Background: an optimization exercise with open tools, aiming at a short achievable clock period and few clock cycles. Do not read the settings as production practice.
Function was checked by simulation only, so behaviour that the tests miss may differ from the original.
Power is estimated from default activity; no workload was simulated.

==> inputs of umber <==
Design riscv151_core, start of the top module:
module riscv151_core
(
    input         clk,
    input         rst,
    output [13:0] fetch_addr,
    output        fetch_en,
    input  [31:0] imem_rdata,
    input  [31:0] bios_irdata,
    output [13:0] data_addr,
    output [31:0] data_wdata,
    output [3:0]  dmem_we,
    output [3:0]  imem_we,
    output [3:0]  io_we,
    input  [31:0] dmem_rdata,
    input  [31:0] bios_drdata
);
clock: 10.5 ns
lec_check: 0
abc_clock_period_in_ps: 4000
cap_margin: 20
core_margin: 2
core_utilization: 32
place_density: 0.55
slew_margin: 20
standard.sh (not shown) runs the stock make flow with config.mk's settings and CLKGATE_MAP_FILE= SYNTH_SCRIPT=/design/flow/synth_recipe.tcl, a recipe that flattens the netlist after the stock synthesis.
==> flow/flow/run.sh <==
#!/bin/bash
set -euo pipefail
bash standard.sh SETUP_SLACK_MARGIN=6.5 finish > standard.log 2>&1
==> harbor: changes against umber <==
--- a/flow/design.v
+++ b/flow/design.v
@@ -34,18 +34,17 @@
     reg  [31:0] a_e, b_e, s_e;
     reg         fwa_e, fwb_e, fws_e;
     reg  [31:0] link_e;
     reg  [29:0] pc_e;
     reg  [29:0] tgt_e;
     reg         rA_e, rT_e, rN_e;    
     reg         rJ_e;                
     reg         call_e, ret_e;
-    reg  [31:2] jq_e;                
-    reg  [31:3] jm_e;
+    reg  [29:0] ptgt_e;
     reg         c_eq_e, c_ne_e, c_lt_e, c_ge_e, c_ltu_e, c_geu_e;
     reg         pred_e, hit_e;
     reg  [1:0]  ctr_e;
     reg         br_e, jal_e, jalr_e, ld_e, st_e, wen_e, bios_e;
     reg  [2:0]  f3_e;
     reg  [4:0]  rd_e;
     reg         op_add_e, op_sub_e, op_sll_e, op_slt_e, op_sltu_e, op_xor_e,
                 op_srl_e, op_sra_e, op_or_e, op_and_e, op_link_e;
@@ -119,19 +118,20 @@
         | ({32{op_link_e}} & link_e);
     wire eqB  = (f_ab & eq_ab) | ((f_mb | f_am) & z_m) | f_mm;
     wire ltB  = (f_ab & lt_ab) | (f_mb & res_m[31]) | (f_am & !res_m[31] & !z_m);
     wire ltuB = (f_ab & ltu_ab) | (f_am & !z_m);
     wire cond = (c_eq_e & eqB) | (c_ne_e & !eqB) | (c_lt_e & ltB) | (c_ge_e & !ltB)
               | (c_ltu_e & ltuB) | (c_geu_e & !ltuB);
     wire zadd = ((a ^ b) == {(a[30:0] | b[30:0]), 1'b0});
     wire taken_e = jal_e | (br_e & cond);
+    wire [31:0] jk   = {ptgt_e, 2'b00};
     wire        jc2a = (a_e[1] & b_e[1]) | ((a_e[1] ^ b_e[1]) & a_e[0] & b_e[0]);
-    wire [31:2] jt   = {a_e[31:3] ^ jq_e[31:3] ^ (jm_e[31:3] & a_e[30:2]), a_e[2] ^ jq_e[2] ^ jc2a};
-    wire        jok_a = (jt == 30'd0);
+    wire [31:0] jga  = (a_e & b_e) | ((a_e ^ b_e) & ~jk);
+    wire        jok_a = ((a_e ^ b_e ^ jk) >> 2) == {jga[30:2], jc2a};
     wire late = br_e ? cond : (pred_e & jok_a);
     wire red1 = rA_e | rT_e;
     wire red0 = rA_e | rN_e | rJ_e;
     wire redirect = late ? red1 : red0;
     wire [3:0] region = sum[31:28];
     reg  [3:0] mask;
     reg  [31:0] wdata;
     always @(*) begin
@@ -222,17 +222,16 @@
     wire [31:0] imm_u = {ir_d[31:12], 12'd0};
     wire [31:0] imm_b = {{19{ir_d[31]}}, ir_d[31], ir_d[7], ir_d[30:25], ir_d[11:8], 1'b0};
     wire [31:0] imm_j = {{11{ir_d[31]}}, ir_d[31], ir_d[19:12], ir_d[20], ir_d[30:21], 1'b0};
     wire        shift_i = (f3 == 3'd1) | (f3 == 3'd5);
     wire [31:0] imm = (is_lui | is_auipc) ? imm_u :
                       is_st ? imm_s :
                       (is_opi & shift_i) ? {27'd0, ir_d[24:20]} : imm_i;
     wire [31:0] pc_d32   = {pc_d, 2'b00};
-    wire [31:0] jp       = imm_i ^ {ptgt_d, 2'b00};
     wire [31:0] link_d   = pc_d32 + 32'd4;
     wire [31:0] tgt_d32  = pc_d32 + (is_jal ? imm_j : imm_b);
     wire [29:0] ta = pc_d;
     wire [29:0] tb = is_jal ? imm_j[31:2] : imm_b[31:2];
     wire [29:0] tk = ptgt_d;
     wire [29:0] tx = ta ^ tb ^ tk;
     wire [29:0] tc = {((ta[28:0] & tb[28:0]) | ((ta[28:0] ^ tb[28:0]) & ~tk[28:0])), 1'b0};
     wire        tok_d    = (tx == tc);
@@ -355,18 +354,17 @@
         b_e    <= b_d;
         s_e    <= val2;
         fwa_e  <= e1 & !(is_auipc | is_lui | is_jal);
         fwb_e  <= e2 & (is_op | is_br);
         fws_e  <= e2;
         link_e <= link_d;
         pc_e   <= pc_d;
         tgt_e  <= tgt_d32[31:2];
-        jq_e   <= jp[31:2] ^ {jp[30:2] & imm_i[30:2], 1'b0};
-        jm_e   <= ~jp[30:2];
+        ptgt_e <= ptgt_d;
         c_eq_e  <= (f3 == 3'd0);
         c_ne_e  <= (f3 == 3'd1);
         c_lt_e  <= (f3 == 3'd4);
         c_ge_e  <= (f3 == 3'd5);
         c_ltu_e <= (f3 == 3'd6);
         c_geu_e <= (f3 == 3'd7);
         hit_e  <= hit_d;
         ctr_e  <= ctr_d;
==> comparison table <==
Result of the run: harbor finished clean; umber finished clean
Routed WL per cell: harbor 34.2 um; umber 32.2 um
Fraction of area in multi-input gates: harbor 33.5%; umber 33.9%
Met3 routed WL: harbor 60700 um; umber 53500 um
Area of the core: harbor 0.471 sq mm; umber 0.478 sq mm
Met3 track demand over resource: harbor 5.18%; umber 4.60%
Power density over the cells: harbor 178 mW/mm^2; umber 177 mW/mm^2
Clock buffer count in the final layout: harbor 466; umber 436
Fin nets: harbor 11300; umber 11500
Part of the total power dissipated in the clock network: harbor 39.5%; umber 37.8%
Final Skew: harbor 0.107 ns; umber 0.0693 ns
Die Width: harbor 692 um; umber 697 um
Final WL: harbor 594000 um; umber 571000 um
Worst-case hold path end point: harbor f3_w[1]; umber bu_idx[4]
Cell internal power dissipation: harbor 23200 uW; umber 23000 uW
P&R area growth vs syn: harbor 19.3%; umber 17.6%
Area fraction in compound gates after synthesis: harbor 8.64%; umber 8.52%
Well Taps: harbor 6223; umber 6400
Fraction of the yosys area taken by sequential cells: harbor 59.7%; umber 59.3%
Testbench counts of umber, summed over its fixed seeds: cycles 89,069.
Testbench counts of harbor, summed over its fixed seeds: cycles 89,069.

==> v7: inputs <==
Another version of the RTL of riscv151_core (not shown whole).
## riscv151_core
module riscv151_core
(
    input         clk,
    input         rst,
    output [13:0] fetch_addr,
    output        fetch_en,
    input  [31:0] imem_rdata,
    input  [31:0] bios_irdata,
    output [13:0] data_addr,
    output [31:0] data_wdata,
    output [3:0]  dmem_we,
    output [3:0]  imem_we,
    output [3:0]  io_we,
    input  [31:0] dmem_rdata,
    input  [31:0] bios_drdata
);
export LEC_CHECK = 0
export ABC_CLOCK_PERIOD_IN_PS = 4000
export CAP_MARGIN = 20
export CORE_MARGIN = 2
export CORE_UTILIZATION = 32
export PLACE_DENSITY = 0.55
export SLEW_MARGIN = 20
create_clock -name core_clock -period 10.5 [get_ports {clk}]
Scripts as last shown in full above: flow/flow/run.sh
==> inputs of v33, as changes to v7 <==
--- a/flow/design.v
+++ b/flow/design.v
@@ -31,63 +31,70 @@
     reg         pred_d, hit_d;
     reg  [1:0]  ctr_d;
     reg  [29:0] ptgt_d;
     reg  [31:0] a_e, b_e, s_e;
     reg         fwa_e, fwb_e, fws_e;
     reg  [31:0] link_e;
     reg  [29:0] pc_e;
     reg  [29:0] tgt_e;
-    reg  [29:0] ptgt_e;
+    reg  [31:2] jq_e;                
+    reg  [31:3] jm_e;
     reg         c_eq_e, c_ne_e, c_lt_e, c_ge_e, c_ltu_e, c_geu_e;
     reg         hit_e;
     reg  [1:0]  ctr_e;
     reg         bios_e;
     reg  [2:0]  f3_e;
     reg  [4:0]  rd_e;
     reg         op_add_e, op_sub_e, op_sll_e, op_slt_e, op_sltu_e, op_xor_e,
                 op_srl_e, op_sra_e, op_or_e, op_and_e, op_link_e;
     reg  [31:0] res_m;
     reg  [31:0] wd_m;
-    reg  [3:0]  dwe_m, iwe_m, iowe_m;
-    reg         ld_m, wen_m;
-    reg  [2:0]  f3_m;
+    reg  [3:0]  sm_m;                
+    reg         rgd_m, rgi_m, rgo_m;  
+    reg         ld_m, early_m, wen_m;
     reg  [4:0]  rd_m;
+    reg  [13:0] pa;
+    reg  [2:0]  p_f3, acc_f3;
+    reg  [1:0]  p_off, acc_off;
+    reg  [3:0]  p_rg, acc_rg;
     reg  [31:0] res_w;
-    reg         ld_w, wen_w;
-    reg  [1:0]  dsel_w;  
-    reg  [2:0]  f3_w;
-    reg  [1:0]  off_w;
+    reg         ldl_w, wen_w;    
     reg  [4:0]  rd_w;
     reg  [31:0] wb_w2;
     reg         wen_w2;
     reg  [4:0]  rd_w2;
+    reg  [31:0] wb_w3;
+    reg         wen_w3;
+    reg  [4:0]  rd_w3;
+    reg  [31:0] rfb;
     reg  [31:0] rf [1:31];
     reg         btb_v   [0:BN-1];
     reg  [TW-1:0] btb_tag [0:BN-1];
     reg  [29:0] btb_tgt [0:BN-1];
     reg  [1:0]  btb_ctr [0:BN-1];
     reg         btb_j   [0:BN-1];
     reg         btb_r   [0:BN-1];      
     reg  [29:0] ras0, ras1, ras2, ras3;
     reg         kill_e;
-    reg         rA_eq, rJ_eq, call_eq, ret_eq, rT_eq, rN_eq, br_eq, jal_eq, jalr_eq, ld_eq, st_eq, wen_eq, pred_eq;
+    reg         rA_eq, rJ_eq, call_eq, ret_eq, rT_eq, rN_eq, br_eq, jal_eq, jalr_eq, ld_eq, st_eq, wen_eq, pred_eq, early_eq;
     wire        rA_e = rA_eq & !kill_e;
     wire        rJ_e = rJ_eq & !kill_e;
     wire        call_e = call_eq & !kill_e;
     wire        ret_e = ret_eq & !kill_e;
     wire        rT_e = rT_eq & !kill_e;
     wire        rN_e = rN_eq & !kill_e;
     wire        br_e = br_eq & !kill_e;
     wire        jal_e = jal_eq & !kill_e;
     wire        jalr_e = jalr_eq & !kill_e;
     wire        ld_e = ld_eq & !kill_e;
     wire        st_e = st_eq & !kill_e;
     wire        wen_e = wen_eq & !kill_e;
     wire        pred_e = pred_eq & !kill_e;
+    wire        early_e = early_eq & !kill_e;
     wire [31:0] a = fwa_e ? res_m : a_e;
     wire [31:0] b = fwb_e ? res_m : b_e;
     wire [31:0] s = fws_e ? res_m : s_e;
     wire [31:0] sum_ab  = a_e + b_e;
     wire [31:0] sum_mb  = res_m + b_e;
     wire [31:0] sum_am  = a_e + res_m;
     wire [31:0] sum_mm  = {res_m[30:0], 1'b0};
     wire [31:0] diff_ab = a_e - b_e;
@@ -125,23 +132,22 @@
         | ({32{op_srl_e}}  & shr)
         | ({32{op_sra_e}}  & sra)
         | ({32{op_or_e}}   & (a | b))
         | ({32{op_and_e}}  & (a & b))
         | ({32{op_link_e}} & link_e);
     wire cond = (c_eq_e & eq) | (c_ne_e & !eq) | (c_lt_e & lt) | (c_ge_e & !lt)
               | (c_ltu_e & ltu) | (c_geu_e & !ltu);
     wire taken_e = jal_e | (br_e & cond);
-    wire [31:0] jk   = {ptgt_e, 2'b00};
     wire        jc2a = (a_e[1] & b_e[1]) | ((a_e[1] ^ b_e[1]) & a_e[0] & b_e[0]);
     wire        jc2m = (res_m[1] & b_e[1]) | ((res_m[1] ^ b_e[1]) & res_m[0] & b_e[0]);
-    wire [31:0] jga  = (a_e & b_e) | ((a_e ^ b_e) & ~jk);
-    wire [31:0] jgm  = (res_m & b_e) | ((res_m ^ b_e) & ~jk);
-    wire        jok_a = ((a_e ^ b_e ^ jk) >> 2) == {jga[30:2], jc2a};
-    wire        jok_m = ((res_m ^ b_e ^ jk) >> 2) == {jgm[30:2], jc2m};
+    wire [31:2] jta  = {a_e[31:3] ^ jq_e[31:3] ^ (jm_e[31:3] & a_e[30:2]), a_e[2] ^ jq_e[2] ^ jc2a};
+    wire [31:2] jtm  = {res_m[31:3] ^ jq_e[31:3] ^ (jm_e[31:3] & res_m[30:2]), res_m[2] ^ jq_e[2] ^ jc2m};
+    wire        jok_a = (jta == 30'd0);
+    wire        jok_m = (jtm == 30'd0);
     wire        jok   = (fwa_e & jok_m) | (!fwa_e & jok_a);
     function lsel;
         input c_eq, c_ne, c_lt, c_ge, c_ltu, c_geu, br, rj, pr;
         input eq_x, lt_x, ltu_x, jok_x;
         lsel = br ? ((c_eq & eq_x) | (c_ne & !eq_x) | (c_lt & lt_x) | (c_ge & !lt_x)
                    | (c_ltu & ltu_x) | (c_geu & !ltu_x))
                   : (pr & jok_x);
     endfunction
@@ -182,50 +188,50 @@
     wire [3:0] rg_ab = sum_ab[31:28], rg_mb = sum_mb[31:28], rg_am = sum_am[31:28], rg_mm = sum_mm[31:28];
     wire rd_ab = (rg_ab == 4'h1) | (rg_ab == 4'h3), ri_ab = (rg_ab == 4'h2) | (rg_ab == 4'h3), ro_ab = (rg_ab == 4'h8);
     wire rd_mb = (rg_mb == 4'h1) | (rg_mb == 4'h3), ri_mb = (rg_mb == 4'h2) | (rg_mb == 4'h3), ro_mb = (rg_mb == 4'h8);
     wire rd_am = (rg_am == 4'h1) | (rg_am == 4'h3), ri_am = (rg_am == 4'h2) | (rg_am == 4'h3), ro_am = (rg_am == 4'h8);
     wire rd_mm = (rg_mm == 4'h1) | (rg_mm == 4'h3), ri_mm = (rg_mm == 4'h2) | (rg_mm == 4'h3), ro_mm = (rg_mm == 4'h8);
     wire       r_d  = (f_ab & rd_ab) | (f_mb & rd_mb) | (f_am & rd_am) | (f_mm & rd_mm);
     wire       r_i  = ((f_ab & ri_ab) | (f_mb & ri_mb) | (f_am & ri_am) | (f_mm & ri_mm)) & bios_e;
     wire       r_io = (f_ab & ro_ab) | (f_mb & ro_mb) | (f_am & ro_am) | (f_mm & ro_mm);
-    wire [31:0] din = (dsel_w == 2'd0) ? dmem_rdata :
-                      (dsel_w == 2'd1) ? bios_drdata : 32'd0;
+    wire [31:0] din = (acc_rg == 4'h4) ? bios_drdata :
+                      (acc_rg == 4'h8) ? 32'd0 : dmem_rdata;
     reg  [31:0] ld_val;
     always @(*) begin
-        case (f3_w)
-            3'd0: case (off_w)
+        case (acc_f3)
+            3'd0: case (acc_off)
                 2'd0: ld_val = {{24{din[7]}},  din[7:0]};
                 2'd1: ld_val = {{24{din[15]}}, din[15:8]};
                 2'd2: ld_val = {{24{din[23]}}, din[23:16]};
                 default: ld_val = {{24{din[31]}}, din[31:24]};
             endcase
-            3'd1: case (off_w)
+            3'd1: case (acc_off)
                 2'd0: ld_val = {{16{din[15]}}, din[15:0]};
                 2'd1: ld_val = {{16{din[23]}}, din[23:8]};
                 2'd2: ld_val = {{16{din[31]}}, din[31:16]};
                 default: ld_val = 32'd0;
             endcase
             3'd2: ld_val = din;
-            3'd4: case (off_w)
+            3'd4: case (acc_off)
                 2'd0: ld_val = {24'd0, din[7:0]};
                 2'd1: ld_val = {24'd0, din[15:8]};
                 2'd2: ld_val = {24'd0, din[23:16]};
                 default: ld_val = {24'd0, din[31:24]};
             endcase
-            3'd5: case (off_w)
+            3'd5: case (acc_off)
                 2'd0: ld_val = {16'd0, din[15:0]};
                 2'd1: ld_val = {16'd0, din[23:8]};
                 2'd2: ld_val = {16'd0, din[31:16]};
                 default: ld_val = 32'd0;
             endcase
             default: ld_val = 32'd0;
         endcase
     end
-    wire [31:0] wb_w = ld_w ? ld_val : res_w;
+    wire [31:0] wb_w = ldl_w ? ld_val : res_w;
     wire [6:0] opc = ir_d[6:0];
     wire [4:0] rd  = ir_d[11:7];
     wire [2:0] f3  = ir_d[14:12];
     wire [4:0] rs1 = ir_d[19:15];
     wire [4:0] rs2 = ir_d[24:20];
     wire       i30 = ir_d[30];
     wire is_lui   = (opc == 7'b0110111);
     wire is_auipc = (opc == 7'b0010111);
@@ -244,16 +250,17 @@
     wire [31:0] imm_u = {ir_d[31:12], 12'd0};
     wire [31:0] imm_b = {{19{ir_d[31]}}, ir_d[31], ir_d[7], ir_d[30:25], ir_d[11:8], 1'b0};
     wire [31:0] imm_j = {{11{ir_d[31]}}, ir_d[31], ir_d[19:12], ir_d[20], ir_d[30:21], 1'b0};
     wire        shift_i = (f3 == 3'd1) | (f3 == 3'd5);
     wire [31:0] imm = (is_lui | is_auipc) ? imm_u :
                       is_st ? imm_s :
                       (is_opi & shift_i) ? {27'd0, ir_d[24:20]} : imm_i;
     wire [31:0] pc_d32   = {pc_d, 2'b00};
+    wire [31:0] jp       = imm_i ^ {ptgt_d, 2'b00};
     wire [31:0] link_d   = pc_d32 + 32'd4;
     wire [31:0] tgt_d32  = pc_d32 + (is_jal ? imm_j : imm_b);
     wire [29:0] ta = pc_d;
     wire [29:0] tb = is_jal ? imm_j[31:2] : imm_b[31:2];
     wire [29:0] tk = ptgt_d;
     wire [29:0] tx = ta ^ tb ^ tk;
     wire [29:0] tc = {((ta[28:0] & tb[28:0]) | ((ta[28:0] ^ tb[28:0]) & ~tk[28:0])), 1'b0};
     wire        tok_d    = (tx == tc);
@@ -281,31 +288,48 @@
     wire [31:0] nb = ibus;
     wire [6:0]  nopc = nb[6:0];
     wire [4:0]  nrs1 = nb[19:15];
     wire [4:0]  nrs2 = nb[24:20];
     wire nuse1 = (nopc == 7'b1100111) | (nopc == 7'b1100011) | (nopc == 7'b0000011)
                | (nopc == 7'b0100011) | (nopc == 7'b0010011) | (nopc == 7'b0110011);
     wire nuse2 = (nopc == 7'b1100011) | (nopc == 7'b0100011) | (nopc == 7'b0110011);
     wire ldd   = v_d & is_ld & wr;    
-    wire lde   = wen_e & ld_e;        
+    wire lde   = wen_e & ld_e & !early_e;  
     wire sB = v_i & (
           (nuse1 & ((ldd & (rd == nrs1)) | (lde & (rd_e == nrs1))))
         | (nuse2 & ((ldd & (rd == nrs2)) | (lde & (rd_e == nrs2)))));
-    wire sA = v_d & ((use1 & e1 & ld_e) | (use2 & e2 & ld_e));
+    wire sA = v_d & ((use1 & e1 & ld_e & !early_e) | (use2 & e2 & ld_e & !early_e));
     wire stall_n = !redirect & (stall ? sA : sB);
     wire [31:0] ibus = ({32{selb_i}} & bios_irdata) | ({32{seli_i}} & imem_rdata);
     wire [31:0] rf1 = (rs1 == 5'd0) ? 32'd0 : rf[rs1];
     wire [31:0] rf2 = (rs2 == 5'd0) ? 32'd0 : rf[rs2];
-    wire [31:0] old1 = m1 ? res_m : (x1 ? wb_w2 : rf1);
-    wire [31:0] old2 = m2 ? res_m : (x2 ? wb_w2 : rf2);
-    wire        late1 = w1 & !m1;
-    wire        late2 = w2 & !m2;
-    wire [31:0] val1 = late1 ? wb_w : old1;
-    wire [31:0] val2 = late2 ? wb_w : old2;
+    wire [31:0] old1 = m1 ? res_m : (w1 ? res_w : (x1 ? wb_w2 : rf1));
+    wire [31:0] old2 = m2 ? res_m : (w2 ? res_w : (x2 ? wb_w2 : rf2));
+    wire        late1 = (m1 & ld_m) | (!m1 & w1 & ldl_w);
+    wire        late2 = (m2 & ld_m) | (!m2 & w2 & ldl_w);
+    wire [31:0] val1 = late1 ? ld_val : old1;
+    wire [31:0] val2 = late2 ? ld_val : old2;
+    wire        y1    = wen_w3 & (rd_w3 == rs1);
+    wire [31:0] ag_rf = rfb   + imm_i;
+    wire [31:0] ag_m  = res_m + imm_i;
+    wire [31:0] ag_w  = res_w + imm_i;
+    wire [31:0] ag_x  = wb_w2 + imm_i;
+    wire [31:0] ag_y  = wb_w3 + imm_i;
+    wire        g_m   = m1;
+    wire        g_w   = !m1 & w1;
+    wire        g_x   = !m1 & !w1 & x1;
+    wire        g_y   = !m1 & !w1 & !x1 & y1;
+    wire        g_rf  = !m1 & !w1 & !x1 & !y1;
+    wire [31:0] agu   = ({32{g_m}} & ag_m) | ({32{g_w}} & ag_w) | ({32{g_x}} & ag_x)
+                      | ({32{g_y}} & ag_y) | ({32{g_rf}} & ag_rf);
+    wire [4:0]  rba   = stall ? rs1 : nrs1;
+    wire [31:0] rfbr  = (rba == 5'd0) ? 32'd0 : rf[rba];
+    wire        port_busy = st_e | (ld_e & !early_e);
+    wire        early_ok  = is_ld & !e1 & !(m1 & ld_m) & !(!m1 & w1 & ldl_w) & !port_busy;
     wire [31:0] a_d = is_auipc ? pc_d32 : ((is_lui | is_jal) ? 32'd0 : val1);
     wire [31:0] b_d = (is_op | is_br) ? val2 : imm;
     wire [BI-1:0] bi    = pc_f[BI-1:0];
     wire        bhit    = btb_v[bi] & (btb_tag[bi] == {pc_f[28], pc_f[13:BI]});
     wire        bpred   = bhit & (btb_j[bi] | btb_r[bi] | btb_ctr[bi][1]);
     wire [29:0] btgt    = btb_r[bi] ? ras0 : btb_tgt[bi];
     wire [29:0] pc_next = bpred ? btgt : (pc_f + 30'd1);
     wire go = !stall & !redirect;
@@ -346,44 +370,46 @@
             hit_d  <= hit_i;
             ctr_d  <= ctr_i;
             ptgt_d <= ptgt_i;
         end
     end
     always @(posedge clk) begin
         if (rst) begin
             br_eq <= 1'b0; jal_eq <= 1'b0; jalr_eq <= 1'b0; ld_eq <= 1'b0;
-            st_eq <= 1'b0; wen_eq <= 1'b0; pred_eq <= 1'b0;
+            st_eq <= 1'b0; wen_eq <= 1'b0; pred_eq <= 1'b0; early_eq <= 1'b0;
             rA_eq <= 1'b0; rT_eq <= 1'b0; rN_eq <= 1'b0; rJ_eq <= 1'b0;
             call_eq <= 1'b0; ret_eq <= 1'b0;
         end else begin
             rA_eq   <= dgo & ((is_jal & !(pred_d & tok_d)) | (!is_jal & !is_br & !is_jalr & pred_d));
             rJ_eq   <= dgo & is_jalr;
             call_eq <= dgo & (is_jal | is_jalr) & ((rd == 5'd1) | (rd == 5'd5));
             ret_eq  <= dgo & is_jalr & (rd == 5'd0) & ((rs1 == 5'd1) | (rs1 == 5'd5));
             rT_eq   <= dgo & is_br & !(pred_d & tok_d);
             rN_eq   <= dgo & is_br & pred_d;
             br_eq   <= dgo & is_br;
             jal_eq  <= dgo & is_jal;
             jalr_eq <= dgo & is_jalr;
             ld_eq   <= dgo & is_ld;
+            early_eq <= dgo & early_ok;
             st_eq   <= dgo & is_st;
             wen_eq  <= dgo & wr;
             pred_eq <= dgo & pred_d;
         end
         a_e    <= a_d;
         b_e    <= b_d;
         s_e    <= val2;
         fwa_e  <= e1 & !(is_auipc | is_lui | is_jal);
         fwb_e  <= e2 & (is_op | is_br);
         fws_e  <= e2;
         link_e <= link_d;
         pc_e   <= pc_d;
         tgt_e  <= tgt_d32[31:2];
-        ptgt_e <= ptgt_d;
+        jq_e   <= jp[31:2] ^ {jp[30:2] & imm_i[30:2], 1'b0};
+        jm_e   <= ~jp[30:2];
         c_eq_e  <= (f3 == 3'd0);
         c_ne_e  <= (f3 == 3'd1);
         c_lt_e  <= (f3 == 3'd4);
         c_ge_e  <= (f3 == 3'd5);
         c_ltu_e <= (f3 == 3'd6);
         c_geu_e <= (f3 == 3'd7);
         hit_e  <= hit_d;
         ctr_e  <= ctr_d;
@@ -399,51 +425,69 @@
         op_srl_e  <= d_srl;
         op_sra_e  <= d_sra;
         op_or_e   <= d_or;
         op_and_e  <= d_and;
         op_link_e <= d_link;
     end
     always @(posedge clk) begin
         if (rst) begin
-            dwe_m  <= 4'd0;
-            iwe_m  <= 4'd0;
-            iowe_m <= 4'd0;
+            sm_m   <= 4'd0;
             ld_m   <= 1'b0;
+            early_m <= 1'b0;
             wen_m  <= 1'b0;
         end else begin
-            dwe_m  <= r_d  ? smask : 4'd0;
-            iwe_m  <= r_i  ? smask : 4'd0;
-            iowe_m <= r_io ? smask : 4'd0;
+            early_m <= early_e;
+            sm_m   <= smask;
             ld_m   <= ld_e;
             wen_m  <= wen_e;
         end
         res_m <= alu;
         wd_m  <= wdata;
-        f3_m  <= f3_e;
+        rgd_m <= r_d;
+        rgi_m <= r_i;
+        rgo_m <= r_io;
         rd_m  <= rd_e;
+        if (port_busy) begin
+            pa    <= sum[15:2];
+            p_f3  <= f3_e;
+            p_off <= sum[1:0];
+            p_rg  <= sum[31:28];
+        end else begin
+            pa    <= agu[15:2];
+            p_f3  <= f3;
+            p_off <= agu[1:0];
+            p_rg  <= agu[31:28];
+        end
+        acc_f3  <= p_f3;
+        acc_off <= p_off;
+        acc_rg  <= p_rg;
     end
     always @(posedge clk) begin
         if (rst) begin
             wen_w <= 1'b0;
-            ld_w  <= 1'b0;
+            ldl_w <= 1'b0;
         end else begin
             wen_w <= wen_m;
-            ld_w  <= ld_m;
+            ldl_w <= ld_m & !early_m;
         end
-        res_w  <= res_m;
-        f3_w   <= f3_m;
-        off_w  <= res_m[1:0];
+        res_w  <= (ld_m & early_m) ? ld_val : res_m;
         rd_w   <= rd_m;
-        dsel_w <= (res_m[31:28] == 4'h4) ? 2'd1 :
-                  (res_m[31:28] == 4'h8) ? 2'd2 : 2'd0;
     end
     always @(posedge clk) begin
-        if (rst) wen_w2 <= 1'b0;
-        else     wen_w2 <= wen_w;
+        if (rst) begin
+            wen_w2 <= 1'b0;
+            wen_w3 <= 1'b0;
+        end else begin
+            wen_w2 <= wen_w;
+            wen_w3 <= wen_w2;
+        end
+        wb_w3 <= wb_w2;
+        rd_w3 <= rd_w2;
+        rfb   <= rfbr;
         wb_w2 <= wb_w;
         rd_w2 <= rd_w;
         if (wen_w2) rf[rd_w2] <= wb_w2;
     end
     reg        bu_we, bu_clr;
     reg [BI-1:0] bu_idx;
     reg [TW-1:0] bu_tag;
     reg [29:0] bu_tgt;
@@ -488,14 +532,14 @@
             btb_tgt[bu_idx] <= bu_tgt;
             btb_ctr[bu_idx] <= bu_ctr;
             btb_j[bu_idx]   <= bu_j;
             btb_r[bu_idx]   <= bu_r;
         end
     end
     assign fetch_addr = pc_f[13:0];
     assign fetch_en   = !stall;
-    assign data_addr  = res_m[15:2];
+    assign data_addr  = pa;
     assign data_wdata = wd_m;
-    assign dmem_we    = dwe_m;
-    assign imem_we    = iwe_m;
-    assign io_we      = iowe_m;
+    assign dmem_we    = rgd_m ? sm_m : 4'd0;
+    assign imem_we    = rgi_m ? sm_m : 4'd0;
+    assign io_we      = rgo_m ? sm_m : 4'd0;
 endmodule
==> inputs of v11, as changes to v7 <==
--- a/flow/design.v
+++ b/flow/design.v
@@ -42,17 +42,18 @@
     reg  [1:0]  ctr_e;
     reg         bios_e;
     reg  [2:0]  f3_e;
     reg  [4:0]  rd_e;
     reg         op_add_e, op_sub_e, op_sll_e, op_slt_e, op_sltu_e, op_xor_e,
                 op_srl_e, op_sra_e, op_or_e, op_and_e, op_link_e;
     reg  [31:0] res_m;
     reg  [31:0] wd_m;
-    reg  [3:0]  dwe_m, iwe_m, iowe_m;
+    reg  [3:0]  sm_m;                 
+    reg         rgd_m, rgi_m, rgo_m;  
     reg         ld_m, wen_m;
     reg  [2:0]  f3_m;
     reg  [4:0]  rd_m;
     reg  [31:0] res_w;
     reg         ld_w, wen_w;
     reg  [1:0]  dsel_w;  
     reg  [2:0]  f3_w;
     reg  [1:0]  off_w;
@@ -399,30 +400,29 @@
         op_srl_e  <= d_srl;
         op_sra_e  <= d_sra;
         op_or_e   <= d_or;
         op_and_e  <= d_and;
         op_link_e <= d_link;
     end
     always @(posedge clk) begin
         if (rst) begin
-            dwe_m  <= 4'd0;
-            iwe_m  <= 4'd0;
-            iowe_m <= 4'd0;
+            sm_m   <= 4'd0;
             ld_m   <= 1'b0;
             wen_m  <= 1'b0;
         end else begin
-            dwe_m  <= r_d  ? smask : 4'd0;
-            iwe_m  <= r_i  ? smask : 4'd0;
-            iowe_m <= r_io ? smask : 4'd0;
+            sm_m   <= smask;
             ld_m   <= ld_e;
             wen_m  <= wen_e;
         end
         res_m <= alu;
         wd_m  <= wdata;
+        rgd_m <= r_d;
+        rgi_m <= r_i;
+        rgo_m <= r_io;
         f3_m  <= f3_e;
         rd_m  <= rd_e;
     end
     always @(posedge clk) begin
         if (rst) begin
             wen_w <= 1'b0;
             ld_w  <= 1'b0;
         end else begin
@@ -490,12 +490,12 @@
             btb_j[bu_idx]   <= bu_j;
             btb_r[bu_idx]   <= bu_r;
         end
     end
     assign fetch_addr = pc_f[13:0];
     assign fetch_en   = !stall;
     assign data_addr  = res_m[15:2];
     assign data_wdata = wd_m;
-    assign dmem_we    = dwe_m;
-    assign imem_we    = iwe_m;
-    assign io_we      = iowe_m;
+    assign dmem_we    = rgd_m ? sm_m : 4'd0;
+    assign imem_we    = rgi_m ? sm_m : 4'd0;
+    assign io_we      = rgo_m ? sm_m : 4'd0;
 endmodule
==> results.cfg <==
[status]
status = finished clean

[power_and_ir_drop]
clock_power_uw = 13100

[route]
vias_per_cell = 6.06

[layout]
num_antenna_cells = 37

[setup_path]
rr_startpoint = ir_d[4]$_DFFE_PN_
(the above is from v33)
==> results.cfg <==
[status]
status = finished clean

[setup_path]
rr_startpoint = kill_e$_SDFF_PP0_

[layout]
num_antenna_cells = 29
area_growth_pct = 18.3
final_net_count = 11700

[power_and_ir_drop]
clock_power_uw = 12600
(the above is from v7)
==> results.cfg <==
[status]
status = finished clean

[min_path]
hold_end = ctr_e[1]$_DFF_P_

[logic_synthesis]
async_flop_share_pct = 0

[layout]
num_antenna_cells = 28

[clock_tree]
clkSinkCount = 3216

[setup_path]
rr_startpoint = b_e[24]$_DFF_P_

[power_and_ir_drop]
p_clk_share_pct = 39.0

[route]
vias_per_cell = 5.85

[floorplanning]
start_util_pct = 32.2
(the above is from v11)
Testbench counts of v7, summed over its fixed seeds: cycles 88,385.
Testbench counts of v33, summed over its fixed seeds: cycles 85,991.
Testbench counts of v11, summed over its fixed seeds: cycles 88,385.

[afterwards: timing with drivers on the ports]
No port has a modelled driver above. Below, the same layouts with a new extraction and two added sets of constraints. Step 1 sets driving cells, clkbuf_16 on the clock port and buf_2 on the other inputs (assumed; they add their load-dependent delay and slew). Step 2, shift: input delay + t, output delay - t, t = (earliest + latest rising clock arrival at the registers) / 2. This alone moves slack from input paths to output paths. Slacks: no drivers / after step 1 / after step 2; pairs: no drivers / after step 1.
run	t (ns)	slack for setup (ns)	worst register clock-pin slew, ns	worst slew at a driven data input, ns
umber	1.077	6.385 / 6.393 / 5.403	0.07 / 0.07	0.21
harbor	1.098	6.171 / 6.171 / 5.430	0.07 / 0.07	0.08
v7	1.069	6.289 / 6.289 / 5.530	0.07 / 0.07	0.05
v33	1.095	6.244 / 6.244 / 5.470	0.08 / 0.08	0.06
v11	1.061	6.013 / 6.013 / 5.347	0.07 / 0.07	0.12
After both steps every run listed still meets setup and hold. For umber, which loses most, drivers alone change the setup slack by +0.008 ns; drivers and shift together by -0.982 ns.
